Context: an optimization exercise on an open-source flow, tuned for small area, a short achievable clock period and few clock cycles. The choices shown serve that exercise and are no tape-out recipe. Only simulation tests tie the RTL to the original design; equivalence was not proved.

`design/flow/run.sh`:
```
#!/bin/bash
# synth_recipe.tcl (not shown) runs the flow's synth.tcl, then flattens the netlist and writes it again
# the make line also repeats each setting of config.mk as NAME=value (left out here)
make -C /OpenROAD-flow-scripts/flow DESIGN_CONFIG=/design/flow/config.mk WORK_HOME=/design/flow/orfs CLKGATE_MAP_FILE= SYNTH_SCRIPT=/design/flow/synth_recipe.tcl finish
```
`design/flow/config.mk`:
```
export PLATFORM = sky130hd
export DESIGN_NAME = path_math
export DESIGN_NICKNAME = path_math
export VERILOG_FILES = /design/flow/design.v
export SDC_FILE = /design/flow/constraint.sdc
export NUM_CORES = 4
export LEC_CHECK = 0
export CAP_MARGIN = 5
export CORE_MARGIN = 2
export CORE_UTILIZATION = 50
export SETUP_SLACK_MARGIN = 5
export SLEW_MARGIN = 5
```
`design/flow/constraint.sdc`:
```
create_clock -name core_clock -period 12.0 [get_ports {clock}]
set_input_delay 2.4000 -clock core_clock [delete_from_list [all_inputs] [get_ports {clock}]]
set_output_delay 2.4000 -clock core_clock [all_outputs]
set_load 0.01 [all_outputs]
```
`design/flow/design.v`:
```
`timescale 1ns / 1ps
module abs_diff_7(
    input [7:0] x,
    input [7:0] y,
    output [7:0] absdiff
    );
	 assign absdiff = (x>y) ? x-y : y-x;
endmodule
`timescale 1ns / 1ps
module abs_diff_9(
    input [9:0] x,
    input [9:0] y,
    output [9:0] absdiff
    );
	 assign absdiff = (x>y) ? x-y : y-x;
endmodule
`timescale 1ns / 1ps
module abs_val_8
    (input signed [8:0] v,
     output wire [7:0] absv);
     assign absv = (v[8] == 1) ? ((~v)+1) : v;
endmodule
`timescale 1ns / 1ps
module quadrant(
    input signed [8:0] x,
    input signed [8:0] y,
    output [1:0] q
    );
	 wire [1:0] x_p;
	 wire [1:0] x_n;
	 assign x_p = (y >= 0) ? 0 : 3;
	 assign x_n = (y >= 0) ? 1 : 2;
	 assign q = (x >= 0) ? x_p : x_n;
endmodule
`timescale 1ns / 1ps
module polar_to_cartesian
    (input [11:0] r_theta,  
     output reg signed [8:0] x_value,  
     output reg signed [8:0] y_value);
	parameter POS = 9'sb0_0000_0001;
	parameter NEG = 9'sb1_1111_1111;
   parameter ZERO = 9'sb0_0000_0000;
   wire [31:0] rsin_15deg;  
   wire [31:0] rsin_30deg;  
   wire [31:0] rsin_45deg;  
   wire [31:0] rsin_60deg;  
   wire [31:0] rsin_75deg;  
   assign rsin_15deg = (r_theta[7:0]*66) >> 8;  
   assign rsin_30deg = r_theta[7:0] >> 2;  
   assign rsin_45deg = (r_theta[7:0]*181) >> 8;             
   assign rsin_60deg = (r_theta[7:0]*222) >> 8;  
   assign rsin_75deg = (r_theta[7:0]*247) >> 8;
   always @(*) begin
      case (r_theta[11:8])
         4'h1: begin  
            x_value = POS*rsin_75deg[7:0]; 
            y_value = POS*rsin_15deg[7:0];
         end
         4'h2: begin  
            x_value = POS*rsin_60deg[7:0]; 
            y_value = POS*rsin_30deg[7:0];
         end
         4'h3: begin  
            x_value = POS*rsin_45deg[7:0]; 
            y_value = POS*rsin_45deg[7:0];
         end
         4'h4: begin  
            x_value = POS*rsin_30deg[7:0]; 
            y_value = POS*rsin_60deg[7:0];
         end
         4'h5: begin  
            x_value = POS*rsin_15deg[7:0]; 
            y_value = POS*rsin_75deg[7:0];
         end
         4'h6: begin  
            x_value = POS*ZERO; 
            y_value = POS*r_theta[7:0];
         end
         4'h7: begin  
            x_value = NEG*rsin_15deg[7:0]; 
            y_value = POS*rsin_75deg[7:0];
         end
         4'h8: begin  
            x_value = NEG*rsin_30deg[7:0]; 
            y_value = POS*rsin_60deg[7:0];
         end
         4'h9: begin  
            x_value = NEG*rsin_45deg[7:0]; 
            y_value = POS*rsin_45deg[7:0];
         end
         4'hA: begin  
            x_value = NEG*rsin_60deg[7:0]; 
            y_value = POS*rsin_30deg[7:0];
         end
         4'hB: begin  
            x_value = NEG*rsin_75deg[7:0]; 
            y_value = POS*rsin_15deg[7:0];
         end
         4'hC: begin  
            x_value = NEG*r_theta[7:0]; 
            y_value = ZERO;
         end
         default: begin  
            x_value = POS*r_theta[7:0]; 
            y_value = ZERO;
         end
      endcase
   end
endmodule
`timescale 1ns / 1ps
module calc_abs7rtan_00_75_15
    (input [7:0] r,
     output wire [7:0] abs7rtan_15,
     output wire [7:0] abs7rtan_30,
     output wire [7:0] abs7rtan_45,
     output wire [9:0] abs7rtan_60,
     output wire [9:0] abs7rtan_75);
		wire signed [31:0] rtan_15deg;  
		wire signed [31:0] rtan_30deg;  
		wire signed [31:0] rtan_60deg;  
		wire signed [31:0] rtan_75deg;  
		assign rtan_15deg = (r*16'sh0225) >>> 11;
		assign rtan_30deg = (r*16'sh024f) >>> 10;
		assign rtan_60deg = (r*16'sh0DDB) >>> 11;
		assign rtan_75deg = (r*16'sh1DDB) >>> 11;
		assign abs7rtan_15 = rtan_15deg[7:0];
		assign abs7rtan_30 = rtan_30deg[7:0];
		assign abs7rtan_45 = r;
		assign abs7rtan_60 = rtan_60deg[9:0];
		assign abs7rtan_75 = rtan_75deg[9:0];
endmodule
`timescale 1ns / 1ps
module find_min_5_vals_cascading(
    input [7:0] input1,
    input [7:0] input2,
    input [7:0] input3,
    input [7:0] input4,
    input [7:0] input5,
    output [2:0] output_index
    );
	wire comp1_2;
	wire comp2_3;
	wire comp3_4;
	wire comp4_5;
	assign comp1_2 = input1 >= input2;
	assign comp2_3 = input2 >= input3;
	assign comp3_4 = input3 >= input4;
	assign comp4_5 = input4 >= input5;
	wire is1;
	wire is5;
	wire is2;
	wire is4;
	assign is1 = ((!comp1_2) & (!comp2_3) & (!comp3_4) & (!comp4_5));
	assign is5 = (comp1_2 & comp2_3 & comp3_4 & comp4_5);
	assign is2 = ((!is1) & (!is5) & (!comp2_3) & (!comp3_4));
	assign is4 = ((!is1) & (!is5) & (comp2_3) & (comp3_4));
	assign output_index = is1 ? 3'h1 : (is5 ? 3'h5 : (is2 ? 3'h2 : (is4 ? 3'h4 : 3'h3)));
endmodule
`timescale 1ns / 1ps
module calc_r_y_theta(
   input [7:0] y,
   input [7:0] x,  
   input [3:0] theta,
   output reg [7:0] r);
   wire [31:0] r_15deg;  
   wire [31:0] r_30deg;  
   wire [31:0] r_45deg;  
   wire [31:0] r_60deg;  
   wire [31:0] r_75deg;  
   assign r_15deg = (y*989) >> 10;
   assign r_30deg = y >> 9;
   assign r_45deg = (y*362) >> 10;
   assign r_60deg = (y*296) >> 10;
   assign r_75deg = (y*265) >> 10;
   always @(*) begin
      case(theta)
         1: r = r_15deg[7:0];
         2: r = r_30deg[7:0];
         3: r = r_45deg[7:0];
         4: r = r_60deg[7:0];
         5: r = r_75deg[7:0];
         6: r = y;  
         default: r = x;  
      endcase
   end
endmodule
`timescale 1ns / 1ps
module orientation_math
    (input [11:0] r_theta_original,  
     input [11:0] r_theta_final,  
     input clock,
     input enable,
     input reset,
     output reg done,
     output reg [4:0] orientation);
	parameter DEG360 = 5'h18;
	parameter DEG180 = 5'h0C;
	parameter ERROR_FACTOR = 4;
	reg [3:0] state;
	parameter IDLE 			 	= 4'h0;
	parameter SHORTCUT_TEST		= 4'h1;
	parameter SHORTCUT_TEST_2	= 4'h2;
	parameter PTC					= 4'h3;
	parameter DELTAS				= 4'h4;
	parameter ABS_DELTA_QUAD 	= 4'h5;
	parameter DX_TAN				= 4'h6;
	parameter ABS_DIFF			= 4'h7;
	parameter BASE_ANGLE_CALC	= 4'h8;
	parameter CALC_ORIENTATION	= 4'h9;
	parameter REPORT			 	= 4'hF;
	reg [4:0] original_base_angle;
	reg [4:0] shortcut_quadrant_adjust;
	reg signed [8:0] x_original;
	reg signed [8:0] y_original;
	reg signed [8:0] x_final;
	reg signed [8:0] y_final;
	wire signed [8:0] x_original_t;
	wire signed [8:0] y_original_t;
	wire signed [8:0] x_final_t;
	wire signed [8:0] y_final_t;
	polar_to_cartesian ptc_original (.r_theta(r_theta_original),.x_value(x_original_t),.y_value(y_original_t));
	polar_to_cartesian ptc_final (.r_theta(r_theta_final),.x_value(x_final_t),.y_value(y_final_t));
	reg signed [8:0] delta_y;
	reg signed [8:0] delta_x;
	wire [7:0] abs_delta_x_t;
	wire [7:0] abs_delta_y_t;
	reg [7:0] abs_delta_x;
	reg [7:0] abs_delta_y;
	reg [1:0] quadrant;
	wire [1:0] quadrant_t;
	abs_val_8 absx (.v(delta_x),.absv(abs_delta_x_t));
	abs_val_8 absy (.v(delta_y),.absv(abs_delta_y_t));
	quadrant q1 (.x(delta_x),.y(delta_y),.q(quadrant_t));
	reg [7:0] abs_dx_tan15;
	reg [7:0] abs_dx_tan30;
	reg [7:0] abs_dx_tan45;
	reg [9:0] abs_dx_tan60;
	reg [9:0] abs_dx_tan75;
	wire [7:0] abs_dx_tan15_t;
	wire [7:0] abs_dx_tan30_t;
	wire [7:0] abs_dx_tan45_t;
	wire [9:0] abs_dx_tan60_t;
	wire [9:0] abs_dx_tan75_t;
	calc_abs7rtan_00_75_15 abstan(.r(abs_delta_x),.abs7rtan_15(abs_dx_tan15_t),
											 .abs7rtan_30(abs_dx_tan30_t),.abs7rtan_45(abs_dx_tan45_t),
											 .abs7rtan_60(abs_dx_tan60_t),.abs7rtan_75(abs_dx_tan75_t));
	reg [7:0] diff_15;
	reg [7:0] diff_30;
	reg [7:0] diff_45;
	reg [7:0] diff_60;
	reg [7:0] diff_75;
	wire [7:0] diff_15_t;
	wire [7:0] diff_30_t;
	wire [7:0] diff_45_t;
	wire [9:0] diff_60_t;
	wire [9:0] diff_75_t;
	abs_diff_7 abdiff15 (.y(abs_delta_y),.x(abs_dx_tan15),.absdiff(diff_15_t));
	abs_diff_7 abdiff30 (.y(abs_delta_y),.x(abs_dx_tan30),.absdiff(diff_30_t));
	abs_diff_7 abdiff45 (.y(abs_delta_y),.x(abs_dx_tan45),.absdiff(diff_45_t));
	abs_diff_9 abdiff60 (.y({2'b00,abs_delta_y}),.x(abs_dx_tan60),.absdiff(diff_60_t));
	abs_diff_9 abdiff75 (.y({2'b00,abs_delta_y}),.x(abs_dx_tan75),.absdiff(diff_75_t));
	reg [2:0] base_angle;
	wire [2:0] base_angle_t;
	find_min_5_vals_cascading min5( 	.input1(diff_15),.input2(diff_30),
												.input3(diff_45),.input4(diff_60),
												.input5(diff_75),.output_index(base_angle_t));
   always @(posedge clock) begin
      if (reset) begin
         state <= IDLE;
         done <= 0;
			orientation <= 5'h00;
      end
      else begin
         case(state)
				SHORTCUT_TEST: begin
					if (r_theta_original[11:8] == r_theta_final[11:8]) begin
						original_base_angle <= {1'b0,r_theta_original[11:8]};
						shortcut_quadrant_adjust <= (r_theta_final[7:0] >= r_theta_original[7:0]) ? 0 : 12;
						state <= SHORTCUT_TEST_2;
					end
					else begin
						state <= PTC;
					end
				end
				SHORTCUT_TEST_2: begin
					orientation <= original_base_angle + shortcut_quadrant_adjust;
					state <= REPORT;
				end
				PTC: begin
					x_original <= x_original_t;
					y_original <= y_original_t;
					x_final <= x_final_t;
					y_final <= y_final_t;
					state <= DELTAS;
				end
				DELTAS: begin
					delta_x <= x_final - x_original;
					delta_y <= y_final - y_original;
					state <= ABS_DELTA_QUAD;
				end
				ABS_DELTA_QUAD: begin
					abs_delta_x <= abs_delta_x_t;
					abs_delta_y <= abs_delta_y_t;
					quadrant <= quadrant_t;
					state <= DX_TAN;
				end
				DX_TAN: begin
					if (abs_delta_y <= ERROR_FACTOR) begin
						orientation <= 0 + (delta_x < 0 ? 12 : 0);
						state <= REPORT;
					end
					else if (abs_delta_x <= ERROR_FACTOR) begin
						orientation <= 6 + (delta_y < 0 ? 12 : 0);
						state <= REPORT;
					end
					else begin
						abs_dx_tan15 <= abs_dx_tan15_t;
						abs_dx_tan30 <= abs_dx_tan30_t;
						abs_dx_tan45 <= abs_dx_tan45_t;
						abs_dx_tan60 <= abs_dx_tan60_t;
						abs_dx_tan75 <= abs_dx_tan75_t;
						state <= ABS_DIFF;
					end
				end
				ABS_DIFF: begin
					diff_15 <= diff_15_t;
					diff_30 <= diff_30_t;
					diff_45 <= diff_45_t;
					diff_60 <= diff_60_t > 8'hFF ? 8'hFE : diff_60_t[7:0];  
					diff_75 <= diff_75_t > 8'hFF ? 8'hFF : diff_75_t[7:0];
					state <= BASE_ANGLE_CALC;
   			end
				BASE_ANGLE_CALC: begin
					base_angle <= base_angle_t;
					state <= CALC_ORIENTATION;
				end
				CALC_ORIENTATION: begin
					case(quadrant)
						1: orientation <= (DEG180 - base_angle);  
						2: orientation <= (DEG180 + base_angle);  
						3: orientation <= (DEG360 - base_angle);  
						default: orientation <= base_angle;  
					endcase
					state <= REPORT;
				end
				REPORT: begin
					done <= 1;
					state <= IDLE;
					if (orientation >= DEG360) begin
						orientation <= orientation - DEG360;
					end
				end
				default: begin
					if (enable) begin
						state <= SHORTCUT_TEST;
						done <= 0;
					end
				end
			endcase
		end
	end
endmodule
`timescale 1ns / 1ps
module path_math
    (input [11:0] location,  
     input [11:0] target,  
     input [4:0] current_orientation,  
     input clock,
     input enable,
     input reset,
     output reg done,
     output [4:0] needed_orientation,  
     output [11:0] move_command);  
   wire [7:0] xm_l, ym_l, xm_t, ym_t;
   wire       xs_l, xs_t;
   ptc_mag ptc_l (.r_theta(location), .xm(xm_l), .ym(ym_l), .xs(xs_l));
   ptc_mag ptc_t (.r_theta(target),   .xm(xm_t), .ym(ym_t), .xs(xs_t));
   wire       xsame = (xs_t == xs_l);
   wire [9:0] ex_s = {1'b0, xm_t, xsame} + {xsame, xm_l ^ {8{xsame}}, xsame};
   wire [9:0] dy_s = {1'b0, ym_t, 1'b1} + {1'b1, ~ym_l, 1'b1};
   wire [8:0] ex_t = ex_s[9:1];
   wire [8:0] dy_t = dy_s[9:1];
   reg [8:0] ex, dy;
   reg       exneg, busy;
   always @(posedge clock) begin
      ex <= ex_t;
      dy <= dy_t;
      exneg <= xs_t;
      busy <= enable & ~reset;
   end
   wire       ex_nz = |ex;
   wire       dxneg = exneg ? ((ex_nz & ~ex[8]) | (ex == 9'h100)) : ex[8];
   wire       dyneg = dy[8];
   wire [1:0] quad = {dyneg, dxneg ^ dyneg};  
   wire       sx = ex[8];
   wire       sy = dy[8];
   wire [7:0] ac = ex[7:0] ^ {8{sx}};
   wire [7:0] yc = dy[7:0] ^ {8{sy}};
   wire [7:0] y, a;
   pm_abs ab (.ac(ac), .sx(sx), .yc(yc), .sy(sy), .y(y), .a(a));
   wire ysmall = dy[8] ? (dy[7:0] >= 8'hFC) : (dy[7:0] <= 8'd4);
   wire asmall = ex[8] ? ((ex[7:0] >= 8'hFC) || (ex[7:0] == 8'h00)) : (ex[7:0] <= 8'd4);
   wire c12, c23, c34, c45;
   pm_compare cmp (.a(a), .y(y), .c12(c12), .c23(c23), .c34(c34), .c45(c45));
   wire       same = (location[11:8] == target[11:8]);
   wire [4:0] sum_s = {1'b0, location[11:8]} + ((target[7:0] >= location[7:0]) ? 5'd0 : 5'd12);
   wire [4:0] need_s_t = (sum_s >= 5'd24) ? sum_s - 5'd24 : sum_s;
   reg  [2:0] ba_s_t;
   always @(*) begin
      case (quad)
         2'd1: ba_s_t = 3'd4 - need_s_t[2:0];
         2'd2: ba_s_t = need_s_t[2:0] + 3'd4;
         2'd3: ba_s_t = 3'd0 - need_s_t[2:0];
         default: ba_s_t = need_s_t[2:0];
      endcase
   end
   wire use_a = same ? (ba_s_t == 3'd0 || ba_s_t == 3'd7) : ysmall;
   reg       r_c12, r_c23, r_c34, r_c45, r_ysmall, r_asmall, r_same;
   reg [1:0] r_quad;
   reg [4:0] need_s, cur;
   reg [7:0] ry;
   always @(posedge clock) begin
      if (reset) begin
         done <= 1'b0;
      end else if (busy) begin
         done <= 1'b1;
      end else if (enable) begin
         done <= 1'b0;
      end
      if (busy) begin
         r_c12 <= c12;
         r_c23 <= c23;
         r_c34 <= c34;
         r_c45 <= c45;
         r_ysmall <= ysmall;
         r_asmall <= asmall;
         r_same <= same;
         r_quad <= quad;
         need_s <= need_s_t;
         cur <= current_orientation;
         ry <= use_a ? a : y;
      end
   end
   wire is1 = ~r_c12 & ~r_c23 & ~r_c34 & ~r_c45;
   wire is5 = r_c12 & r_c23 & r_c34 & r_c45;
   wire is2 = ~is1 & ~is5 & ~r_c23 & ~r_c34;
   wire is4 = ~is1 & ~is5 & r_c23 & r_c34;
   wire [2:0] b = is1 ? 3'd1 : (is5 ? 3'd5 : (is2 ? 3'd2 : (is4 ? 3'd4 : 3'd3)));
   wire o_dyneg = r_quad[1];
   wire o_dxneg = r_quad[1] ^ r_quad[0];
   reg [4:0] need_n;
   always @(*) begin
      if (r_ysmall) need_n = o_dxneg ? 5'd12 : 5'd0;
      else if (r_asmall) need_n = o_dyneg ? 5'd18 : 5'd6;
      else case (r_quad)
         2'd1: need_n = 5'd12 - b;
         2'd2: need_n = 5'd12 + b;
         2'd3: need_n = 5'd24 - b;
         default: need_n = {2'b00, b};
      endcase
   end
   reg [2:0] ba_s;
   always @(*) begin
      case (r_quad)
         2'd1: ba_s = 3'd4 - need_s[2:0];
         2'd2: ba_s = need_s[2:0] + 3'd4;
         2'd3: ba_s = 3'd0 - need_s[2:0];
         default: ba_s = need_s[2:0];
      endcase
   end
   wire [4:0] need = r_same ? need_s : need_n;
   wire [2:0] ba = r_same ? ba_s : (r_ysmall ? 3'd0 : (r_asmall ? 3'd6 : b));
   wire [6:0] d1, d3, d4, d5;
   pm_distance dd (.y(ry), .d1(d1), .d3(d3), .d4(d4), .d5(d5));
   reg  [6:0]  dist_v;
   always @(*) begin
      case (ba)
         3'd1: dist_v = d1;
         3'd2: dist_v = 7'd0;
         3'd3: dist_v = d3;
         3'd4: dist_v = d4;
         3'd5: dist_v = d5;
         default: dist_v = ry[6:0];   
      endcase
   end
   wire [4:0] angle = need - cur + ((cur > need) ? 5'd24 : 5'd0);
   assign needed_orientation = need;
   assign move_command = {angle, dist_v};
endmodule
module ptc_mag
    (input [11:0] r_theta,
     output reg [7:0] xm,
     output reg [7:0] ym,
     output xs);
   wire [7:0] r = r_theta[7:0];
   wire [3:0] t = r_theta[11:8];
   wire [6:0] m15;                    
   wire [7:0] m30 = {2'b00, r[7:2]};
   wire [7:0] m45, m60, m75;          
   pm_ptc_products pp (.r(r), .m15(m15), .m45(m45), .m60(m60), .m75(m75));
   wire [2:0] k = (t <= 4'd6) ? t[2:0] : ((t <= 4'd12) ? 3'd4 - t[2:0] : 3'd0);
   assign xs = (t >= 4'd7) && (t <= 4'd12);
   wire j1 = (k == 3'd1) | (k == 3'd5);
   wire j2 = (k == 3'd2) | (k == 3'd4);
   wire j3 = (k == 3'd3);
   wire j0 = ~(j1 | j2 | j3);
   wire [7:0] sm = ({8{j1}} & {1'b0, m15}) | ({8{j2}} & m30) | ({8{j3}} & m45);
   wire [7:0] lg = ({8{j1}} & m75) | ({8{j2}} & m60) | ({8{j3}} & m45) | ({8{j0}} & r);
   wire swap = (k >= 3'd4);
   always @(*) begin
      xm = swap ? sm : lg;
      ym = swap ? lg : sm;
   end
endmodule
module pm_ptc_products
   (input [7:0] r,
    output [6:0] m15,
    output [7:0] m45,
    output [7:0] m60,
    output [7:0] m75);
   wire p_1;
   wire p_2;
   wire p_3;
   wire p_4;
   wire p_5;
   wire p_6;
   wire p_7;
   wire p_8;
   wire p_9;
   wire p_10;
   wire p_11;
   wire p_12;
   wire p_13;
   wire p_14;
   wire p_15;
   wire p_16;
   wire p_17;
   wire p_18;
   wire p_19;
   wire p_20;
   wire p_21;
   wire p_22;
   wire p_23;
   wire p_24;
   wire p_25;
   wire p_26;
   wire p_27;
   wire p_28;
   wire p_29;
   wire p_30;
   wire p_31;
   wire p_32;
   wire p_33;
   wire p_34;
   wire p_35;
   wire p_36;
   wire p_37;
   wire p_38;
   wire p_40;
   wire p_41;
   wire p_42;
   wire p_43;
   wire p_44;
   wire p_45;
   wire p_46;
   wire p_47;
   wire p_48;
   wire p_49;
   wire p_50;
   wire p_51;
   wire p_52;
   wire p_53;
   wire p_54;
   wire p_55;
   wire p_56;
   wire p_57;
   wire p_58;
   wire p_59;
   wire p_60;
   wire p_61;
   wire p_62;
   wire p_63;
   wire p_64;
   wire p_65;
   wire p_66;
   wire p_67;
   wire p_68;
   wire p_69;
   wire p_70;
   wire p_71;
   wire p_73;
   wire p_74;
   wire p_75;
   wire p_76;
   wire p_77;
   wire p_78;
   wire p_79;
   wire p_80;
   wire p_81;
   wire p_82;
   wire p_83;
   wire p_84;
   wire p_85;
   wire p_86;
   wire p_87;
   wire p_88;
   wire p_89;
   wire p_90;
   wire p_91;
   wire p_92;
   wire p_93;
   wire p_94;
   wire p_95;
   wire p_96;
   wire p_97;
   wire p_98;
   wire p_99;
   wire p_100;
   wire p_101;
   wire p_102;
   wire p_103;
   wire p_104;
   wire [13:0] p_s0 = {1'b0, r[7], r[6], r[5], r[4], r[3], r[2], r[1], r[0], r[4], r[3], r[2], r[1], r[0]} + {1'b0, 1'b0, 1'b0, 1'b0, 1'b0, 1'b0, r[7], r[6], r[5], 1'b0, 1'b0, 1'b0, 1'b0, 1'b0};
   assign p_1 = r[7] ^ r[5];
   assign p_2 = r[7] & r[5];
   assign p_3 = r[6] ^ r[4];
   assign p_4 = r[6] & r[4];
   assign p_5 = r[7] ^ r[5];
   assign p_6 = r[7] & r[5];
   assign p_7 = r[5] ^ r[3];
   assign p_8 = r[5] & r[3];
   assign p_9 = r[6] ^ r[4] ^ r[2];
   assign p_10 = (r[6] & r[4]) | (r[6] & r[2]) | (r[4] & r[2]);
   assign p_11 = p_1 ^ r[3] ^ r[2];
   assign p_12 = (p_1 & r[3]) | (p_1 & r[2]) | (r[3] & r[2]);
   assign p_13 = p_3 ^ r[3] ^ r[1];
   assign p_14 = (p_3 & r[3]) | (p_3 & r[1]) | (r[3] & r[1]);
   assign p_15 = p_5 ^ r[4] ^ r[2];
   assign p_16 = (p_5 & r[4]) | (p_5 & r[2]) | (r[4] & r[2]);
   assign p_17 = r[6] ^ r[5] ^ r[3];
   assign p_18 = (r[6] & r[5]) | (r[6] & r[3]) | (r[5] & r[3]);
   assign p_19 = r[7] ^ r[6];
   assign p_20 = r[7] & r[6];
   assign p_21 = r[4] ^ r[2];
   assign p_22 = r[4] & r[2];
   assign p_23 = p_7 ^ r[1] ^ r[0];
   assign p_24 = (p_7 & r[1]) | (p_7 & r[0]) | (r[1] & r[0]);
   assign p_25 = p_9 ^ r[1] ^ p_8;
   assign p_26 = (p_9 & r[1]) | (p_9 & p_8) | (r[1] & p_8);
   assign p_27 = p_11 ^ r[0] ^ p_10;
   assign p_28 = (p_11 & r[0]) | (p_11 & p_10) | (r[0] & p_10);
   assign p_29 = p_13 ^ p_2 ^ p_12;
   assign p_30 = (p_13 & p_2) | (p_13 & p_12) | (p_2 & p_12);
   assign p_31 = p_15 ^ p_4 ^ p_14;
   assign p_32 = (p_15 & p_4) | (p_15 & p_14) | (p_4 & p_14);
   assign p_33 = p_17 ^ p_6 ^ p_16;
   assign p_34 = (p_17 & p_6) | (p_17 & p_16) | (p_6 & p_16);
   assign p_35 = p_19 ^ r[4] ^ p_18;
   assign p_36 = (p_19 & r[4]) | (p_19 & p_18) | (r[4] & p_18);
   assign p_37 = r[7] ^ r[5] ^ p_20;
   assign p_38 = (r[7] & r[5]) | (r[7] & p_20) | (r[5] & p_20);
   wire [15:0] p_s39 = {1'b0, r[7], r[6], p_37, p_35, p_33, p_31, p_29, p_27, p_25, p_23, p_21, r[3], r[2], r[1], r[0]} + {1'b0, 1'b0, p_38, p_36, p_34, p_32, p_30, p_28, p_26, p_24, p_22, r[0], r[1], r[0], 1'b0, 1'b0};
   assign p_40 = ~r[0];
   assign p_41 = ~r[1];
   assign p_42 = ~r[2];
   assign p_43 = ~r[3];
   assign p_44 = ~r[4];
   assign p_45 = ~r[0];
   assign p_46 = ~r[5];
   assign p_47 = ~r[1];
   assign p_48 = ~r[6];
   assign p_49 = ~r[2];
   assign p_50 = ~r[7];
   assign p_51 = ~r[3];
   assign p_52 = ~r[4];
   assign p_53 = ~r[5];
   assign p_54 = ~r[6];
   assign p_55 = ~r[7];
   assign p_56 = p_44 ^ p_45;
   assign p_57 = p_44 & p_45;
   assign p_58 = p_46 ^ p_47;
   assign p_59 = p_46 & p_47;
   assign p_60 = p_48 ^ p_49;
   assign p_61 = p_48 & p_49;
   assign p_62 = p_50 ^ p_51 ^ r[0];
   assign p_63 = (p_50 & p_51) | (p_50 & r[0]) | (p_51 & r[0]);
   assign p_64 = p_52 ^ r[1] ^ 1'b1;
   assign p_65 = (p_52 & r[1]) | (p_52 & 1'b1) | (r[1] & 1'b1);
   assign p_66 = p_53 ^ r[2] ^ 1'b1;
   assign p_67 = (p_53 & r[2]) | (p_53 & 1'b1) | (r[2] & 1'b1);
   assign p_68 = p_54 ^ r[3] ^ 1'b1;
   assign p_69 = (p_54 & r[3]) | (p_54 & 1'b1) | (r[3] & 1'b1);
   assign p_70 = p_55 ^ r[4] ^ 1'b1;
   assign p_71 = (p_55 & r[4]) | (p_55 & 1'b1) | (r[4] & 1'b1);
   wire [14:0] p_s72 = {r[7], r[6], r[5], p_70, p_68, p_66, p_64, p_62, p_60, p_58, p_56, p_43, p_42, p_41, p_40} + {1'b1, 1'b1, p_71, p_69, p_67, p_65, p_63, p_61, p_59, p_57, 1'b1, 1'b0, 1'b0, 1'b0, 1'b1};
   assign p_73 = ~r[0];
   assign p_74 = ~r[1];
   assign p_75 = ~r[2];
   assign p_76 = ~r[3];
   assign p_77 = ~r[0];
   assign p_78 = ~r[4];
   assign p_79 = ~r[1];
   assign p_80 = ~r[5];
   assign p_81 = ~r[2];
   assign p_82 = ~r[6];
   assign p_83 = ~r[3];
   assign p_84 = ~r[7];
   assign p_85 = ~r[4];
   assign p_86 = ~r[5];
   assign p_87 = ~r[6];
   assign p_88 = ~r[7];
   assign p_89 = p_76 ^ p_77;
   assign p_90 = p_76 & p_77;
   assign p_91 = p_78 ^ p_79;
   assign p_92 = p_78 & p_79;
   assign p_93 = p_80 ^ p_81;
   assign p_94 = p_80 & p_81;
   assign p_95 = p_82 ^ p_83;
   assign p_96 = p_82 & p_83;
   assign p_97 = p_84 ^ p_85;
   assign p_98 = p_84 & p_85;
   assign p_99 = p_86 ^ r[0] ^ 1'b1;
   assign p_100 = (p_86 & r[0]) | (p_86 & 1'b1) | (r[0] & 1'b1);
   assign p_101 = p_87 ^ r[1] ^ 1'b1;
   assign p_102 = (p_87 & r[1]) | (p_87 & 1'b1) | (r[1] & 1'b1);
   assign p_103 = p_88 ^ r[2] ^ 1'b1;
   assign p_104 = (p_88 & r[2]) | (p_88 & 1'b1) | (r[2] & 1'b1);
   wire [15:0] p_s105 = {r[7], r[6], r[5], r[4], r[3], p_103, p_101, p_99, p_97, p_95, p_93, p_91, p_89, p_75, p_74, p_73} + {1'b1, 1'b1, 1'b1, 1'b1, p_104, p_102, p_100, p_98, p_96, p_94, p_92, p_90, 1'b1, 1'b0, 1'b0, 1'b1};
   assign m15 = {p_s0[13], p_s0[12], p_s0[11], p_s0[10], p_s0[9], p_s0[8], p_s0[7]};
   assign m45 = {p_s39[15], p_s39[14], p_s39[13], p_s39[12], p_s39[11], p_s39[10], p_s39[9], p_s39[8]};
   assign m60 = {p_s72[14], p_s72[13], p_s72[12], p_s72[11], p_s72[10], p_s72[9], p_s72[8], p_s72[7]};
   assign m75 = {p_s105[15], p_s105[14], p_s105[13], p_s105[12], p_s105[11], p_s105[10], p_s105[9], p_s105[8]};
endmodule
module pm_compare
   (input [7:0] a,
    input [7:0] y,
    output c12,
    output c23,
    output c34,
    output c45);
   wire c_0;
   wire c_1;
   wire c_2;
   wire c_3;
   wire c_4;
   wire c_5;
   wire c_6;
   wire c_7;
   wire c_8;
   wire c_9;
   wire c_10;
   wire c_11;
   wire c_12;
   wire c_13;
   wire c_14;
   wire c_15;
   wire c_17;
   wire c_18;
   wire c_19;
   wire c_20;
   wire c_21;
   wire c_22;
   wire c_23;
   wire c_24;
   wire c_25;
   wire c_26;
   wire c_27;
   wire c_28;
   wire c_29;
   wire c_30;
   wire c_31;
   wire c_32;
   wire c_33;
   wire c_34;
   wire c_35;
   wire c_36;
   wire c_37;
   wire c_38;
   wire c_39;
   wire c_40;
   wire c_41;
   wire c_42;
   wire c_43;
   wire c_44;
   wire c_45;
   wire c_46;
   wire c_47;
   wire c_48;
   wire c_49;
   wire c_50;
   wire c_51;
   wire c_52;
   wire c_53;
   wire c_54;
   wire c_55;
   wire c_56;
   wire c_58;
   wire c_59;
   wire c_60;
   wire c_61;
   wire c_62;
   wire c_63;
   wire c_64;
   wire c_66;
   wire c_67;
   wire c_68;
   wire c_69;
   wire c_70;
   wire c_71;
   wire c_72;
   wire c_73;
   wire c_74;
   wire c_75;
   wire c_76;
   wire c_77;
   wire c_78;
   wire c_79;
   wire c_80;
   wire c_81;
   wire c_82;
   wire c_83;
   wire c_84;
   wire c_85;
   wire c_86;
   wire c_87;
   wire c_88;
   wire c_89;
   wire c_90;
   wire c_91;
   wire c_92;
   wire c_93;
   wire c_94;
   wire c_95;
   wire c_96;
   wire c_98;
   wire c_99;
   wire c_100;
   wire c_101;
   wire c_102;
   wire c_103;
   wire c_104;
   wire c_105;
   wire c_107;
   wire c_108;
   wire c_109;
   wire c_110;
   wire c_111;
   wire c_112;
   wire c_113;
   wire c_114;
   wire c_115;
   wire c_116;
   wire c_117;
   wire c_118;
   wire c_119;
   wire c_120;
   wire c_121;
   wire c_122;
   wire c_123;
   wire c_124;
   wire c_125;
   wire c_126;
   wire c_127;
   wire c_128;
   wire c_129;
   wire c_130;
   wire c_131;
   wire c_132;
   wire c_133;
   wire c_134;
   wire c_135;
   wire c_136;
   wire c_137;
   wire c_139;
   wire c_140;
   wire c_141;
   wire c_142;
   wire c_143;
   wire c_144;
   wire c_145;
   wire c_146;
   wire c_147;
   wire c_148;
   wire c_149;
   wire c_150;
   wire c_151;
   wire c_152;
   wire c_153;
   wire c_154;
   wire c_155;
   wire c_156;
   wire c_157;
   wire c_158;
   wire c_159;
   wire c_160;
   wire c_161;
   wire c_162;
   wire c_163;
   wire c_164;
   wire c_165;
   wire c_166;
   wire c_167;
   wire c_168;
   wire c_169;
   wire c_170;
   wire c_172;
   wire c_173;
   wire c_174;
   wire c_175;
   wire c_176;
   wire c_177;
   wire c_178;
   wire c_179;
   wire c_180;
   wire c_181;
   wire c_182;
   wire c_184;
   wire c_185;
   wire c_186;
   wire c_187;
   wire c_188;
   wire c_189;
   wire c_190;
   wire c_191;
   wire c_192;
   wire c_193;
   wire c_194;
   wire c_195;
   wire c_196;
   wire c_197;
   wire c_198;
   wire c_199;
   wire c_200;
   wire c_201;
   wire c_202;
   wire c_203;
   wire c_204;
   wire c_205;
   wire c_206;
   wire c_207;
   wire c_208;
   wire c_209;
   wire c_210;
   wire c_212;
   wire c_213;
   wire c_214;
   wire c_215;
   wire c_216;
   wire c_217;
   wire c_218;
   wire c_219;
   assign c_0 = a[5] ^ a[3];
   assign c_1 = a[5] & a[3];
   assign c_2 = a[6] ^ a[4] ^ a[1];
   assign c_3 = (a[6] & a[4]) | (a[6] & a[1]) | (a[4] & a[1]);
   assign c_4 = a[7] ^ a[5] ^ a[2];
   assign c_5 = (a[7] & a[5]) | (a[7] & a[2]) | (a[5] & a[2]);
   assign c_6 = a[6] ^ a[3];
   assign c_7 = a[6] & a[3];
   assign c_8 = a[7] ^ a[4] ^ a[0];
   assign c_9 = (a[7] & a[4]) | (a[7] & a[0]) | (a[4] & a[0]);
   assign c_10 = a[5] ^ a[1];
   assign c_11 = a[5] & a[1];
   assign c_12 = a[6] ^ a[2];
   assign c_13 = a[6] & a[2];
   assign c_14 = a[7] ^ a[3];
   assign c_15 = a[7] & a[3];
   wire [17:0] c_s16 = {1'b0, a[7], a[6], a[5], a[4], c_14, c_12, c_10, c_8, c_6, c_4, c_2, c_0, a[4], a[3], a[2], a[1], a[0]} + {1'b0, 1'b0, 1'b0, 1'b0, c_15, c_13, c_11, c_9, c_7, c_5, c_3, c_1, a[0], a[2], a[1], a[0], 1'b0, 1'b0};
   assign c_17 = ~a[0];
   assign c_18 = ~a[1];
   assign c_19 = ~a[2];
   assign c_20 = ~a[3];
   assign c_21 = ~a[4];
   assign c_22 = ~a[5];
   assign c_23 = ~a[6];
   assign c_24 = ~a[7];
   assign c_25 = a[5] ^ a[3];
   assign c_26 = a[5] & a[3];
   assign c_27 = a[6] ^ a[4] ^ a[1];
   assign c_28 = (a[6] & a[4]) | (a[6] & a[1]) | (a[4] & a[1]);
   assign c_29 = a[7] ^ a[5] ^ a[2];
   assign c_30 = (a[7] & a[5]) | (a[7] & a[2]) | (a[5] & a[2]);
   assign c_31 = a[6] ^ a[3];
   assign c_32 = a[6] & a[3];
   assign c_33 = a[7] ^ a[4];
   assign c_34 = a[7] & a[4];
   assign c_35 = c_23 ^ a[2];
   assign c_36 = c_23 & a[2];
   assign c_37 = c_24 ^ a[3] ^ a[1];
   assign c_38 = (c_24 & a[3]) | (c_24 & a[1]) | (a[3] & a[1]);
   assign c_39 = a[4] ^ a[2] ^ 1'b1;
   assign c_40 = (a[4] & a[2]) | (a[4] & 1'b1) | (a[2] & 1'b1);
   assign c_41 = c_25 ^ a[0] ^ 1'b1;
   assign c_42 = (c_25 & a[0]) | (c_25 & 1'b1) | (a[0] & 1'b1);
   assign c_43 = c_27 ^ 1'b1 ^ c_26;
   assign c_44 = (c_27 & 1'b1) | (c_27 & c_26) | (1'b1 & c_26);
   assign c_45 = c_29 ^ 1'b1 ^ c_28;
   assign c_46 = (c_29 & 1'b1) | (c_29 & c_28) | (1'b1 & c_28);
   assign c_47 = c_31 ^ 1'b1 ^ c_30;
   assign c_48 = (c_31 & 1'b1) | (c_31 & c_30) | (1'b1 & c_30);
   assign c_49 = c_33 ^ 1'b1 ^ c_32;
   assign c_50 = (c_33 & 1'b1) | (c_33 & c_32) | (1'b1 & c_32);
   assign c_51 = a[5] ^ 1'b1 ^ c_34;
   assign c_52 = (a[5] & 1'b1) | (a[5] & c_34) | (1'b1 & c_34);
   assign c_53 = a[6] ^ 1'b1;
   assign c_54 = a[6] & 1'b1;
   assign c_55 = a[7] ^ 1'b1;
   assign c_56 = a[7] & 1'b1;
   wire [17:0] c_s57 = {1'b1, c_55, c_53, c_51, c_49, c_47, c_45, c_43, c_41, c_39, c_37, c_35, c_22, c_21, c_20, c_19, c_18, c_17} + {c_56, c_54, c_52, c_50, c_48, c_46, c_44, c_42, c_40, c_38, c_36, a[0], a[1], a[0], 1'b0, 1'b0, 1'b0, 1'b1};
   assign c_58 = ~c_s16[11];
   assign c_59 = ~c_s16[12];
   assign c_60 = ~c_s16[13];
   assign c_61 = ~c_s16[14];
   assign c_62 = ~c_s16[15];
   assign c_63 = ~c_s16[16];
   assign c_64 = ~c_s16[17];
   wire [9:0] c_s65 = {1'b1, a[7], a[6], a[5], a[4], a[3], a[2], a[1], a[0], c_58} + {1'b0, 1'b1, 1'b1, c_64, c_63, c_62, c_61, c_60, c_59, 1'b1};
   assign c_66 = ~a[0];
   assign c_67 = ~c_s16[11];
   assign c_68 = ~a[1];
   assign c_69 = ~c_s16[12];
   assign c_70 = ~a[2];
   assign c_71 = ~c_s16[13];
   assign c_72 = ~a[3];
   assign c_73 = ~c_s16[14];
   assign c_74 = ~a[4];
   assign c_75 = ~c_s16[15];
   assign c_76 = ~a[5];
   assign c_77 = ~c_s16[16];
   assign c_78 = ~a[6];
   assign c_79 = ~c_s16[17];
   assign c_80 = ~a[7];
   assign c_81 = c_66 ^ c_67;
   assign c_82 = c_66 & c_67;
   assign c_83 = c_68 ^ c_69;
   assign c_84 = c_68 & c_69;
   assign c_85 = c_70 ^ a[0] ^ c_71;
   assign c_86 = (c_70 & a[0]) | (c_70 & c_71) | (a[0] & c_71);
   assign c_87 = c_72 ^ a[1] ^ c_73;
   assign c_88 = (c_72 & a[1]) | (c_72 & c_73) | (a[1] & c_73);
   assign c_89 = c_74 ^ a[2] ^ c_75;
   assign c_90 = (c_74 & a[2]) | (c_74 & c_75) | (a[2] & c_75);
   assign c_91 = c_76 ^ a[3] ^ c_77;
   assign c_92 = (c_76 & a[3]) | (c_76 & c_77) | (a[3] & c_77);
   assign c_93 = c_78 ^ a[4] ^ c_79;
   assign c_94 = (c_78 & a[4]) | (c_78 & c_79) | (a[4] & c_79);
   assign c_95 = c_80 ^ a[5] ^ 1'b1;
   assign c_96 = (c_80 & a[5]) | (c_80 & 1'b1) | (a[5] & 1'b1);
   wire [10:0] c_s97 = {1'b1, a[7], a[6], c_95, c_93, c_91, c_89, c_87, c_85, c_83, c_81} + {1'b0, 1'b1, c_96, c_94, c_92, c_90, c_88, c_86, c_84, c_82, 1'b1};
   assign c_98 = ~c_s57[10];
   assign c_99 = ~c_s57[11];
   assign c_100 = ~c_s57[12];
   assign c_101 = ~c_s57[13];
   assign c_102 = ~c_s57[14];
   assign c_103 = ~c_s57[15];
   assign c_104 = ~c_s57[16];
   assign c_105 = ~c_s57[17];
   wire [10:0] c_s106 = {1'b1, 1'b1, y[7], y[6], y[5], y[4], y[3], y[2], y[1], y[0], c_98} + {1'b0, 1'b0, 1'b1, c_105, c_104, c_103, c_102, c_101, c_100, c_99, 1'b1};
   assign c_107 = ~c_s16[11];
   assign c_108 = ~c_s16[12];
   assign c_109 = ~c_s16[13];
   assign c_110 = ~c_s16[14];
   assign c_111 = ~c_s16[15];
   assign c_112 = ~c_s16[16];
   assign c_113 = ~c_s16[17];
   assign c_114 = c_s106[0] ^ c_107;
   assign c_115 = c_s106[0] & c_107;
   assign c_116 = c_s106[1] ^ c_108;
   assign c_117 = c_s106[1] & c_108;
   assign c_118 = c_s106[2] ^ c_109;
   assign c_119 = c_s106[2] & c_109;
   assign c_120 = c_s106[3] ^ c_110;
   assign c_121 = c_s106[3] & c_110;
   assign c_122 = c_s106[4] ^ c_111;
   assign c_123 = c_s106[4] & c_111;
   assign c_124 = c_s106[5] ^ c_112;
   assign c_125 = c_s106[5] & c_112;
   assign c_126 = c_s106[6] ^ c_113;
   assign c_127 = c_s106[6] & c_113;
   assign c_128 = c_s106[7] ^ 1'b1;
   assign c_129 = c_s106[7] & 1'b1;
   assign c_130 = c_s106[8] ^ 1'b1;
   assign c_131 = c_s106[8] & 1'b1;
   assign c_132 = c_s106[9] ^ 1'b1;
   assign c_133 = c_s106[9] & 1'b1;
   assign c_134 = c_s106[10] ^ 1'b1;
   assign c_135 = c_s106[10] & 1'b1;
   assign c_136 = c_s106[10] ^ 1'b1;
   assign c_137 = c_s106[10] & 1'b1;
   wire [11:0] c_s138 = {c_136, c_134, c_132, c_130, c_128, c_126, c_124, c_122, c_120, c_118, c_116, c_114} + {c_135, c_133, c_131, c_129, c_127, c_125, c_123, c_121, c_119, c_117, c_115, 1'b1};
   assign c_139 = ~a[0];
   assign c_140 = ~a[1];
   assign c_141 = ~a[2];
   assign c_142 = ~a[3];
   assign c_143 = ~a[4];
   assign c_144 = ~a[5];
   assign c_145 = ~a[6];
   assign c_146 = ~a[7];
   assign c_147 = c_s106[0] ^ c_139;
   assign c_148 = c_s106[0] & c_139;
   assign c_149 = c_s106[1] ^ c_140;
   assign c_150 = c_s106[1] & c_140;
   assign c_151 = c_s106[2] ^ c_141;
   assign c_152 = c_s106[2] & c_141;
   assign c_153 = c_s106[3] ^ c_142;
   assign c_154 = c_s106[3] & c_142;
   assign c_155 = c_s106[4] ^ c_143;
   assign c_156 = c_s106[4] & c_143;
   assign c_157 = c_s106[5] ^ c_144;
   assign c_158 = c_s106[5] & c_144;
   assign c_159 = c_s106[6] ^ c_145;
   assign c_160 = c_s106[6] & c_145;
   assign c_161 = c_s106[7] ^ c_146;
   assign c_162 = c_s106[7] & c_146;
   assign c_163 = c_s106[8] ^ 1'b1;
   assign c_164 = c_s106[8] & 1'b1;
   assign c_165 = c_s106[9] ^ 1'b1;
   assign c_166 = c_s106[9] & 1'b1;
   assign c_167 = c_s106[10] ^ 1'b1;
   assign c_168 = c_s106[10] & 1'b1;
   assign c_169 = c_s106[10] ^ 1'b1;
   assign c_170 = c_s106[10] & 1'b1;
   wire [11:0] c_s171 = {c_169, c_167, c_165, c_163, c_161, c_159, c_157, c_155, c_153, c_151, c_149, c_147} + {c_168, c_166, c_164, c_162, c_160, c_158, c_156, c_154, c_152, c_150, c_148, 1'b1};
   assign c_172 = ~c_s97[0];
   assign c_173 = ~c_s97[1];
   assign c_174 = ~c_s97[2];
   assign c_175 = ~c_s97[3];
   assign c_176 = ~c_s97[4];
   assign c_177 = ~c_s97[5];
   assign c_178 = ~c_s97[6];
   assign c_179 = ~c_s97[7];
   assign c_180 = ~c_s97[8];
   assign c_181 = ~c_s97[9];
   assign c_182 = ~c_s97[10];
   wire [11:0] c_s183 = {1'b1, c_182, c_181, y[7], y[6], y[5], y[4], y[3], y[2], y[1], y[0], c_172} + {1'b0, 1'b0, 1'b0, c_180, c_179, c_178, c_177, c_176, c_175, c_174, c_173, 1'b1};
   assign c_184 = ~c_s97[0];
   assign c_185 = ~c_s97[1];
   assign c_186 = ~c_s97[2];
   assign c_187 = ~c_s97[3];
   assign c_188 = ~c_s97[4];
   assign c_189 = ~c_s97[5];
   assign c_190 = ~c_s97[6];
   assign c_191 = ~c_s97[7];
   assign c_192 = ~c_s97[8];
   assign c_193 = ~c_s97[9];
   assign c_194 = ~c_s97[10];
   assign c_195 = y[0] ^ c_184;
   assign c_196 = y[0] & c_184;
   assign c_197 = y[1] ^ c_185;
   assign c_198 = y[1] & c_185;
   assign c_199 = y[2] ^ c_186;
   assign c_200 = y[2] & c_186;
   assign c_201 = y[3] ^ c_187;
   assign c_202 = y[3] & c_187;
   assign c_203 = y[4] ^ c_188;
   assign c_204 = y[4] & c_188;
   assign c_205 = y[5] ^ c_189;
   assign c_206 = y[5] & c_189;
   assign c_207 = y[6] ^ c_190;
   assign c_208 = y[6] & c_190;
   assign c_209 = y[7] ^ c_191;
   assign c_210 = y[7] & c_191;
   wire [11:0] c_s211 = {1'b1, c_194, c_193, c_192, c_209, c_207, c_205, c_203, c_201, c_199, c_197, c_195} + {1'b0, 1'b0, 1'b0, c_210, c_208, c_206, c_204, c_202, c_200, c_198, c_196, 1'b1};
   assign c_212 = c_s65[0] ^ y[0];
   assign c_213 = c_s65[1] ^ y[1];
   assign c_214 = c_s65[2] ^ y[2];
   assign c_215 = c_s65[3] ^ y[3];
   assign c_216 = c_s65[4] ^ y[4];
   assign c_217 = c_s65[5] ^ y[5];
   assign c_218 = c_s65[6] ^ y[6];
   assign c_219 = c_s65[7] ^ y[7];
   assign c12 = ~c_s138[11];
   assign c23 = ~c_s171[11];
   assign c34 = ~c_s183[11];
   assign c45 = ~c_s211[11] | (~c_s65[9] & c_s65[8] & ~(c_212 | c_213 | c_214 | c_215 | c_216 | c_217 | c_218 | c_219));
endmodule
module pm_distance
   (input [7:0] y,
    output [6:0] d1,
    output [6:0] d3,
    output [6:0] d4,
    output [6:0] d5);
   wire q_1;
   wire q_2;
   wire q_3;
   wire q_4;
   wire q_5;
   wire q_6;
   wire q_7;
   wire q_8;
   wire q_9;
   wire q_10;
   wire q_11;
   wire q_12;
   wire q_13;
   wire q_14;
   wire q_15;
   wire q_16;
   wire q_17;
   wire q_18;
   wire q_19;
   wire q_20;
   wire q_21;
   wire q_22;
   wire q_23;
   wire q_24;
   wire q_26;
   wire q_27;
   wire q_28;
   wire q_29;
   wire q_30;
   wire q_31;
   wire q_32;
   wire q_33;
   wire q_34;
   wire q_35;
   wire q_36;
   wire q_37;
   wire q_38;
   wire q_39;
   wire q_40;
   wire q_41;
   wire q_42;
   wire q_43;
   wire q_44;
   wire q_45;
   wire [11:0] q_s0 = {1'b0, y[7], y[6], y[5], y[4], y[3], y[2], y[1], y[0], y[2], y[1], y[0]} + {1'b0, 1'b0, 1'b0, 1'b0, y[7], y[6], y[5], y[4], y[3], 1'b0, 1'b0, 1'b0};
   assign q_1 = ~q_s0[0];
   assign q_2 = ~q_s0[1];
   assign q_3 = ~q_s0[2];
   assign q_4 = ~q_s0[3];
   assign q_5 = ~q_s0[4];
   assign q_6 = ~q_s0[5];
   assign q_7 = ~q_s0[6];
   assign q_8 = ~q_s0[7];
   assign q_9 = ~q_s0[8];
   assign q_10 = ~q_s0[9];
   assign q_11 = ~q_s0[10];
   assign q_12 = ~q_s0[11];
   assign q_13 = q_1 ^ y[2];
   assign q_14 = q_1 & y[2];
   assign q_15 = q_2 ^ y[3];
   assign q_16 = q_2 & y[3];
   assign q_17 = q_3 ^ y[4];
   assign q_18 = q_3 & y[4];
   assign q_19 = q_4 ^ y[5];
   assign q_20 = q_4 & y[5];
   assign q_21 = q_5 ^ y[6];
   assign q_22 = q_5 & y[6];
   assign q_23 = q_6 ^ y[7];
   assign q_24 = q_6 & y[7];
   wire [16:0] q_s25 = {y[6], y[5], y[4], y[3], y[2], y[1], y[0], q_8, q_7, q_23, q_21, q_19, q_17, q_15, q_13, y[1], y[0]} + {1'b1, 1'b1, 1'b1, q_12, q_11, q_10, q_9, 1'b0, q_24, q_22, q_20, q_18, q_16, q_14, 1'b1, 1'b0, 1'b0};
   assign q_26 = q_s0[0] ^ q_s0[2];
   assign q_27 = q_s0[0] & q_s0[2];
   assign q_28 = q_s0[1] ^ q_s0[3] ^ y[5];
   assign q_29 = (q_s0[1] & q_s0[3]) | (q_s0[1] & y[5]) | (q_s0[3] & y[5]);
   assign q_30 = q_s0[2] ^ q_s0[4] ^ y[6];
   assign q_31 = (q_s0[2] & q_s0[4]) | (q_s0[2] & y[6]) | (q_s0[4] & y[6]);
   assign q_32 = q_s0[3] ^ q_s0[5] ^ y[7];
   assign q_33 = (q_s0[3] & q_s0[5]) | (q_s0[3] & y[7]) | (q_s0[5] & y[7]);
   assign q_34 = q_s0[4] ^ q_s0[6];
   assign q_35 = q_s0[4] & q_s0[6];
   assign q_36 = q_s0[5] ^ q_s0[7];
   assign q_37 = q_s0[5] & q_s0[7];
   assign q_38 = q_s0[6] ^ q_s0[8];
   assign q_39 = q_s0[6] & q_s0[8];
   assign q_40 = q_s0[7] ^ q_s0[9];
   assign q_41 = q_s0[7] & q_s0[9];
   assign q_42 = q_s0[8] ^ q_s0[10];
   assign q_43 = q_s0[8] & q_s0[10];
   assign q_44 = q_s0[9] ^ q_s0[11];
   assign q_45 = q_s0[9] & q_s0[11];
   wire [15:0] q_s46 = {q_s0[11], q_s0[10], q_44, q_42, q_40, q_38, q_36, q_34, q_32, q_30, q_28, q_26, q_s0[1], q_s0[0], y[1], y[0]} + {1'b0, q_45, q_43, q_41, q_39, q_37, q_35, q_33, q_31, q_29, q_27, y[4], y[3], y[2], 1'b0, 1'b0};
   wire [13:0] q_s47 = {q_s0[11], q_s0[10], q_s0[9], q_s0[8], q_s0[7], q_s0[6], q_s0[5], q_s0[4], q_s0[3], q_s0[2], q_s0[1], q_s0[0], y[1], y[0]} + {1'b0, 1'b0, 1'b0, 1'b0, 1'b0, 1'b0, y[7], y[6], y[5], y[4], y[3], y[2], 1'b0, 1'b0};
   wire [16:0] q_s48 = {1'b0, y[7], y[6], y[5], y[4], y[3], y[2], y[1], y[0], q_s0[7], q_s0[6], q_s0[5], q_s0[4], q_s0[3], q_s0[2], q_s0[1], q_s0[0]} + {1'b0, 1'b0, 1'b0, 1'b0, 1'b0, q_s0[11], q_s0[10], q_s0[9], q_s0[8], 1'b0, 1'b0, 1'b0, 1'b0, 1'b0, 1'b0, 1'b0, 1'b0};
   assign d1 = {q_s25[16], q_s25[15], q_s25[14], q_s25[13], q_s25[12], q_s25[11], q_s25[10]};
   assign d3 = {q_s46[15], q_s46[14], q_s46[13], q_s46[12], q_s46[11], q_s46[10], q_s46[9]};
   assign d4 = {q_s47[13], q_s47[12], q_s47[11], q_s47[10], q_s47[9], q_s47[8], q_s47[7]};
   assign d5 = {q_s48[16], q_s48[15], q_s48[14], q_s48[13], q_s48[12], q_s48[11], q_s48[10]};
endmodule
module pm_abs
   (input [7:0] ac,
    input sx,
    input [7:0] yc,
    input sy,
    output [7:0] y,
    output [7:0] a);
   wire [7:0] i_s0 = {yc[7], yc[6], yc[5], yc[4], yc[3], yc[2], yc[1], yc[0]} + {1'b0, 1'b0, 1'b0, 1'b0, 1'b0, 1'b0, 1'b0, sy};
   wire [7:0] i_s1 = {ac[7], ac[6], ac[5], ac[4], ac[3], ac[2], ac[1], ac[0]} + {1'b0, 1'b0, 1'b0, 1'b0, 1'b0, 1'b0, 1'b0, sx};
   assign y = {i_s0[7], i_s0[6], i_s0[5], i_s0[4], i_s0[3], i_s0[2], i_s0[1], i_s0[0]};
   assign a = {i_s1[7], i_s1[6], i_s1[5], i_s1[4], i_s1[3], i_s1[2], i_s1[1], i_s1[0]};
endmodule
```
==> run_results.csv, run 1 <==
group,metric,value,unit
status,outcome,"finished clean",
sta,period_share,0.5676,
floorplan,die_area,28820,um2
synthesis,synth_seq_area_share,0.08961,
clocking,cts_tree,"built",
critical_path,crit_path_end_kind,"output port",
clocking,root_buffer,"clkbuf_16",
synthesis,avgSynthCellArea,8.039,um2
grt,busiest_layer,"met2",
sta,slew_viol_final,0,
synthesis,ys_async_sr_fraction,0,
synthesis,synth_nets,2107,
detailed_routing,antenna_left,0,
placement,port_buffers,49,
worst_hold_path,hold_path.class,"reg2reg",
synthesis,ys.flop_type,"edfxtp_1",
flow_run,max_cap_viol_count,0,
critical_path,reg2reg_from,"ex[4]",
floorplan,die_h,169.8,um
clocking,clock_latency,0.29,ns
grt,track_usage,0.2490,
grt,grt_pass1_vias,11804,
critical_path,cp_data_required_time,9.60,ns
synthesis,synthTopCellsByCount,"ha_1, inv_1, a21oi_1",
clocking,clk_path_buf_depth,2,
sta,fmax,0.1468,GHz
final_layout,area_delta_synth_final,16.77,%
placement,dp_cells,2062,
grt,grt_first_pass_wirelength,58.73,mm
clocking,cts_sinks,48,
final_layout,n_fill_cell,2497,
sta,clock_skew,0.004225,ns
critical_path,startpoint_type,"flip-flop",
critical_path,arrival,4.41,ns
grt,grt_max_degree,28,
detailed_routing,route.vias.total,12418,
detailed_routing,route.detailed.wl_per_inst,16.95,um
final_layout,num_antenna_cells,0,
clocking,clkTransAtPathRegs,0.07,ns
synthesis,yosys.cell_count.top_type,"ha_1",
detailed_routing,dr.pass1.iters,5,
grt,grt_use_met3,0.01353,
floorplan,die_w,169.8,um
sta,finalHoldViolCount,0,
floorplan,num_rows,60,
grt,grt_overflow,0,
sta,finalSetupViolCount,0,
grt,grtUsageMet2,0.4547,
grt,grt_antenna_before_repair,1,
detailed_routing,first_iter_violations,663,
detailed_routing,routed_wl,36.31,mm
sta,tns,0,ns
synthesis,synth_top_cell_by_area,"ha_1",
floorplan,initial_utilization,0.5098,
detailed_routing,drc,0,
clocking,cts-buffers-inserted,5,
synthesis,synth_seq_cells,48,
grt,global_route.usage.met1,0.3207,
placement,place.gp.congestion,0.9494,
sta,max_slew.worst_pin.slew,0.9927,ns
final_layout,fin_nets,2198,
critical_path,worstPathMaxFanout,4,
synthesis,netlist.area_leader.share,0.2960,
synthesis,yosysWarnings,2,
synthesis,syn_inst,1709,
floorplan,core-area,26950,um2
clocking,htree_levels,2,
final_layout,fin_cells,2142,
detailed_routing,avgViaCountPerCell,5.797,
critical_path,cp-startpoint,"ry[3]",
final_layout,final_layout_size_suffix_gt1_frac,0.1488,
worst_hold_path,hp-start,"busy",
sta,maxSlewHeadroom,0.3353,
placement,dp_hpwl,28.27,mm
sta,min_period,6.811,ns
synthesis,synthTopCellsByArea,"ha_1, xnor2_1, fa_1",
critical_path,crit_type,"reg2out",
synthesis,synth_edf_count,27,
synthesis,synth_cell_types,86,
sta,rsz0062_at_grt,"yes",
synthesis,netlist_area,13740,um2
floorplan,ios,50,
state kept, by name (all words and copies together) (netlist names):
name,count
r_c45,1
r_c23,1
r_c34,1
r_quad,2
r_c12,1
dy,9
r_same,1
r_ysmall,1
r_asmall,1
ex,9
done,1
exneg,1
need_s,5
ry,8
cur,5
busy,1
metal layers:
metal | routed length [um] | up-vias | share of wire
li1 | - | 6257 | -
met1 | 16460 | 5870 | 0.45
met2 | 17960 | 229 | 0.49
met3 | 1049 | 60 | 0.029
met4 | 828 | 2 | 0.023
met5 | 13 | - | 0.00036
cells by family after synthesis:
family	after synthesis	synth area share
compound gates	453	0.2143
fa+ha+maj	366	0.3557
flops	48	0.08961
buf+inv	247	0.06976
mux	23	0.01794
xor+xnor	158	0.1026
simple gates	414	0.1501
critical path: stages, from the launching register on:
cell and delay (ns):
edfxtp_1 0.45, ha_1 0.25, fa_1 0.43, xor2_2 0.20, buf_4 0.15, inv_1 0.04, ha_1 0.18, ha_1 0.27
o21a_1 0.10, a21oi_1 0.07, o31ai_1 0.37, a21oi_1 0.17, o21bai_1 0.35, a211oi_1 0.16, xnor2_1 0.14, a221o_1 0.32
clkdlybuf4s50_1 0.48
worst paths after layout:
kind                endpoint  slack [ns]  cells past startpoint
max          move_command[5]        5.19                     16
min reg2reg             done        0.48                      2
min                     done        0.48                      2
max reg2reg            r_c45        5.22                     30
layout make-up:
| class | count | area [um2] | area share |
|---|---|---|---|
| sequential | 48 | 1240 | 0.07729 |
| clock inverter | 1 | 8.758 | 0.0005459 |
| clock buffer | 7 | 175.2 | 0.01092 |
| timing repair buffer | 130 | 1061 | 0.06614 |
| inverter | 201 | 797.0 | 0.04968 |
| tap | 341 | 426.7 | 0.02659 |
| multi-input combinational | 1414 | 12330 | 0.7688 |
cells in the final DEF (no fill, tap or decap), types with 19 or more instances in the layout:
cell type	synthesis	final
a21o_1	36	36
a21oi_1	132	105
a21oi_2	0	27
buf_4	0	81
clkdlybuf4s50_1	0	28
edfxtp_1	27	27
fa_1	41	41
ha_1	325	308
inv_1	197	187
nand2_1	82	78
nand2b_1	36	36
nand3_1	41	39
nor2_1	107	100
nor2b_1	29	28
nor3_1	41	40
o21a_1	19	19
o21ai_0	92	71
xnor2_1	101	94
xor2_1	55	46
stage by stage:
stage	worst slack [ns]	area, um2	hold slack, ns	utilization
global route	4.817	16040	0.5096	0.5953
finish	5.189	16040	0.4803	0.5953
detailed placement	3.436	14530	0.4723	0.5390
floorplan	5.077	13740	0.5254	-
CTS	4.922	15150	0.4882	0.5623
global placement	3.687	14530	0.4578	0.5390
repair_timing:
item | CTS | global route
endpoints found under the setup margin | 35 | 27
buffers inserted | 32 | 40
hold buffers | 0 | 0
pin swaps | 11 | 47
gates resized for setup | 120 | 159
hold endpoints to repair | 0 | 0
Testbench counts, summed over its fixed seeds: cycles 32,000.
==> run 2: changes to the inputs <==
--- a/design/flow/config.mk
+++ b/design/flow/config.mk
@@ -8,5 +8,5 @@
 export CAP_MARGIN = 5
 export CORE_MARGIN = 2
-export CORE_UTILIZATION = 50
+export CORE_UTILIZATION = 40
 export SETUP_SLACK_MARGIN = 5
 export SLEW_MARGIN = 5
==> run 2 against run 1 <==
Worst hold slack worse by 0.0038 ns. Die area up 24%. Fmax decreased by 0.67%. First-iteration DRC count up 10%. Register-to-register slack gained 0.09 ns. Critical path depth rose by 8. Final area rose by 1.1%. Worst setup slack lost 0.046 ns. Highest routed layer is now met4.
==> run_results.csv, run 2 <==
group,metric,value,unit
clocking,htree_levels,2,
synthesis,synth-xor-area-share,0.1026,
critical_path,startpoint_type,"input port",
sta,min_period,6.857,ns
critical_path,cp.buffers_inverters,4,
critical_path,worstPathMaxFanout,3,
critical_path,cp_data_required_time,12.22,ns
synthesis,synth_top_family_by_area,"adder cells",
synthesis,avgSynthCellArea,8.039,um2
grt,grt_pass1_vias,11920,
detailed_routing,avgViaCountPerCell,5.493,
final_layout,regArea,1241,um2
synthesis,ys.flop_type,"edfxtp_1",
synthesis,synthMuxAreaShare,0.01794,
synthesis,netlist_area,13740,um2
synthesis,syn_inst,1709,
sta,finalSetupViolCount,0,
detailed_routing,dr.max_layer_used,"met4",
sta,fin_ws,5.143,ns
critical_path,crit_chain,"dlygate4sd2_1, buf_12, ha_4, inv_2, fa_1, inv_1, fa_1, ha_4, nand3_1, o21ai_2, a21oi_2, o21ba_4, o21bai_4, xnor2_2, nor2_2, a2111oi_4, mux2i_1, ha_1, o21ai_0, nand2b_1, a21o_1, a21o_1, a21o_1, a21oi_1",
clocking,cts_sinks,48,
synthesis,netlist.area_leader.share,0.2960,
sta,tns,0,ns
grt,grt_max_degree,28,
final_layout,top_regs,"dy: 9 flops, ex: 9 flops, ry: 8 flops",
detailed_routing,routed_wl,36.36,mm
grt,grt_antenna_before_repair,0,
sta,clock_skew,0.01047,ns
floorplan,die_area,35850,um2
floorplan,die_w,189.3,um
detailed_routing,route.detailed.wl_per_inst,16.15,um
clocking,cts_tree,"built",
synthesis,synth_edf_count,27,
sta,max_slew.worst_pin.slew,1.069,ns
detailed_routing,dr.pass1.iters,7,
flow_run,max_cap_viol_count,0,
sta,rsz0062_at_grt,"yes",
sta,maxSlewHeadroom,0.2826,
synthesis,synth_seq_area_share,0.08961,
detailed_routing,route.met2.wl,18.17,mm
critical_path,cp.depth,24,
detailed_routing,drc,0,
sta,period_share,0.5715,
detailed_routing,wl_met3,971,um
clocking,clk_path_buf_depth,2,
worst_hold_path,hold_path_depth,2,
synthesis,synth_top_cell_by_area,"ha_1",
critical_path,rr_worst_depth,31,
critical_path,path_common_cell,"a21o_1",
grt,grt_first_pass_wirelength,58.63,mm
critical_path,ff2ff_setup_slack,5.31,ns
synthesis,synth-compound-area-share,0.2143,
critical_path,crit_slowest_cell,"fa_1",
final_layout,layout_common_cells,"ha_1, inv_1, a21oi_1",
synthesis,synthTopCellsByArea,"ha_1, xnor2_1, fa_1",
synthesis,yosysWarnings,2,
sta,fmax,0.1458,GHz
detailed_routing,route.vias.total,12364,
synthesis,yosys.area_share.simple,0.1501,
synthesis,yosys.cell_count.top_type,"ha_1",
detailed_routing,m1WireLength,16.66,mm
final_layout,fin_nets,2200,
clocking,clock_latency,0.30,ns
final_layout,n_fill_cell,3332,
worst_hold_path,hp-start,"busy",
placement,place.gp.congestion,0.8656,
final_layout,multiInputGateArea,12370,um2
floorplan,initial_utilization,0.4077,
placement,dp_hpwl,28.40,mm
final_layout,num_antenna_cells,0,
critical_path,reg2reg_from,"ex[4]",
critical_path,crit_type,"in2reg",
critical_path,arrival,7.08,ns
final_layout,area_delta_synth_final,18.10,%
placement,pre_cts_slack,3.507,ns
floorplan,num_rows,67,
worst_hold_path,hold_path.class,"reg2reg",
floorplan,ios,50,
synthesis,synth_nets,2107,
grt,grt_overflow,0,
final_layout,final_common_cell,"ha_1",
grt,track_usage,0.1965,
placement,port_buffers,49,
clocking,root_buffer,"clkbuf_16",
clocking,cts-buffers-inserted,5,
synthesis,synthTopCellsByCount,"ha_1, inv_1, a21oi_1",
clocking,cts_hold_buf,0,
synthesis,synthAdderAreaFrac,0.3557,
synthesis,ys_async_sr_fraction,0,
detailed_routing,antenna_left,0,
worst_hold_path,whs_endpoint,"done",
floorplan,die_h,189.3,um
final_layout,final_layout_size_suffix_gt1_frac,0.1570,
critical_path,crit_family,"adder cells",
clocking,clkTransAtPathRegs,0.06,ns
final_layout,final_core_util,0.4815,
sta,finalHoldViolCount,0,
synthesis,synth_cell_types,86,
critical_path,cpPeakStageDelay,0.49,ns
synthesis,synth_seq_cells,48,
status,outcome,"finished clean",
critical_path,cp-startpoint,"target[5]",
critical_path,crit_path_end_kind,"flip-flop",
floorplan,core-area,33700,um2
critical_path,r2r_end,"r_c23",
sta,holdWs,0.4765,ns
sta,slew_viol_final,0,
detailed_routing,first_iter_violations,731,
==> run 2: what timing repair did <==
action,4_1_cts,5_1_grt
buffers inserted,39,34
pin swaps,25,68
gates resized for setup,125,147
endpoints found under the setup margin,27,29
==> run 2: cell type report <==
class                      instances  area share
sequential                        48     0.07649
clock buffer                       6    0.009253
timing repair buffer             132     0.06731
clock inverter                     2   0.0009253
inverter                         201     0.04904
tap                              448     0.03454
multi-input combinational       1414      0.7624
==> run 2: per-stage QoR <==
| step | instances | instance area, um2 |
|---|---|---|
| 6_report | 2251 | 16230 |
| 5_1_grt | 2251 | 16230 |
| 4_1_cts | 2217 | 15450 |
| 3_5_place_dp | 2170 | 14670 |
| 3_3_place_gp | 2170 | 14670 |
| 2_1_floorplan | 1709 | 13740 |
==> run 2: worst max path at each step <==
stage / endpoint / slack (ns)
after global routing: r_c23 / 4.93
final: dy[8] / 5.14
after floorplan: ex[8] / 5.08
after CTS: dy[7] / 4.98
after detailed placement: dy[7] / 3.51
after global placement: dy[7] / 3.64
==> run 2: cells by family after synthesis <==
group                      Yosys count
AOI/OAI and AO/OA                  453
and+or+nand+nor                    414
adders and majority gates          366
buffers and inverters              247
xor gates and xnor gates           158
DFF                                 48
muxes                               23
==> run 2: metal layers <==
metal / global-route usage / vias up
met5: 0 / -
met4: 0.03608 / 0
met1: 0.2559 / 5848
met3: 0.01001 / 40
met2: 0.3607 / 218
li1: - / 6258
==> run 2: worst reg2reg max path: cells and delay by family (launching register included) <==
family	cells	cell delay, ns
AO/OA/AOI/OAI	8	1.55
XOR/XNOR	4	0.78
adder cells (fa/ha/maj)	6	1.85
buffers and inverters	3	0.21
flip-flops	1	0.37
multiplexers	2	0.45
AND/OR/NAND/NOR	8	1.25

port drivers added, routing unchanged:
The results above use ideal ports. As a check the final layouts listed here were re-extracted and re-timed, cells and wires unchanged.
Step 1: set_driving_cell puts a clkbuf_16 on clock and a buf_2 on each other input, an assumption about the parent block.
Step 2 times the ports against the registers' clock, not the clock port: input delays grow and output delays shrink by t, the midpoint of the rising clock arrivals with the driver on.
Three values: no drivers, after step 1, after step 2; two values: the first two.
run	shift t [ns]	setup WS [ns]	worst setup path after step 2	slew at the worst register clock pin (ns)	pins driven straight from the clock port
run 1	0.328	5.189 / 5.149 / 4.927	input to register	0.07 / 0.07	1
run 2	0.337	5.143 / 5.132 / 4.832	input to register	0.07 / 0.07	1
After both steps every run listed still meets setup and hold. For run 2, which loses most, drivers alone change the setup slack by -0.011 ns; drivers and shift together by -0.311 ns.
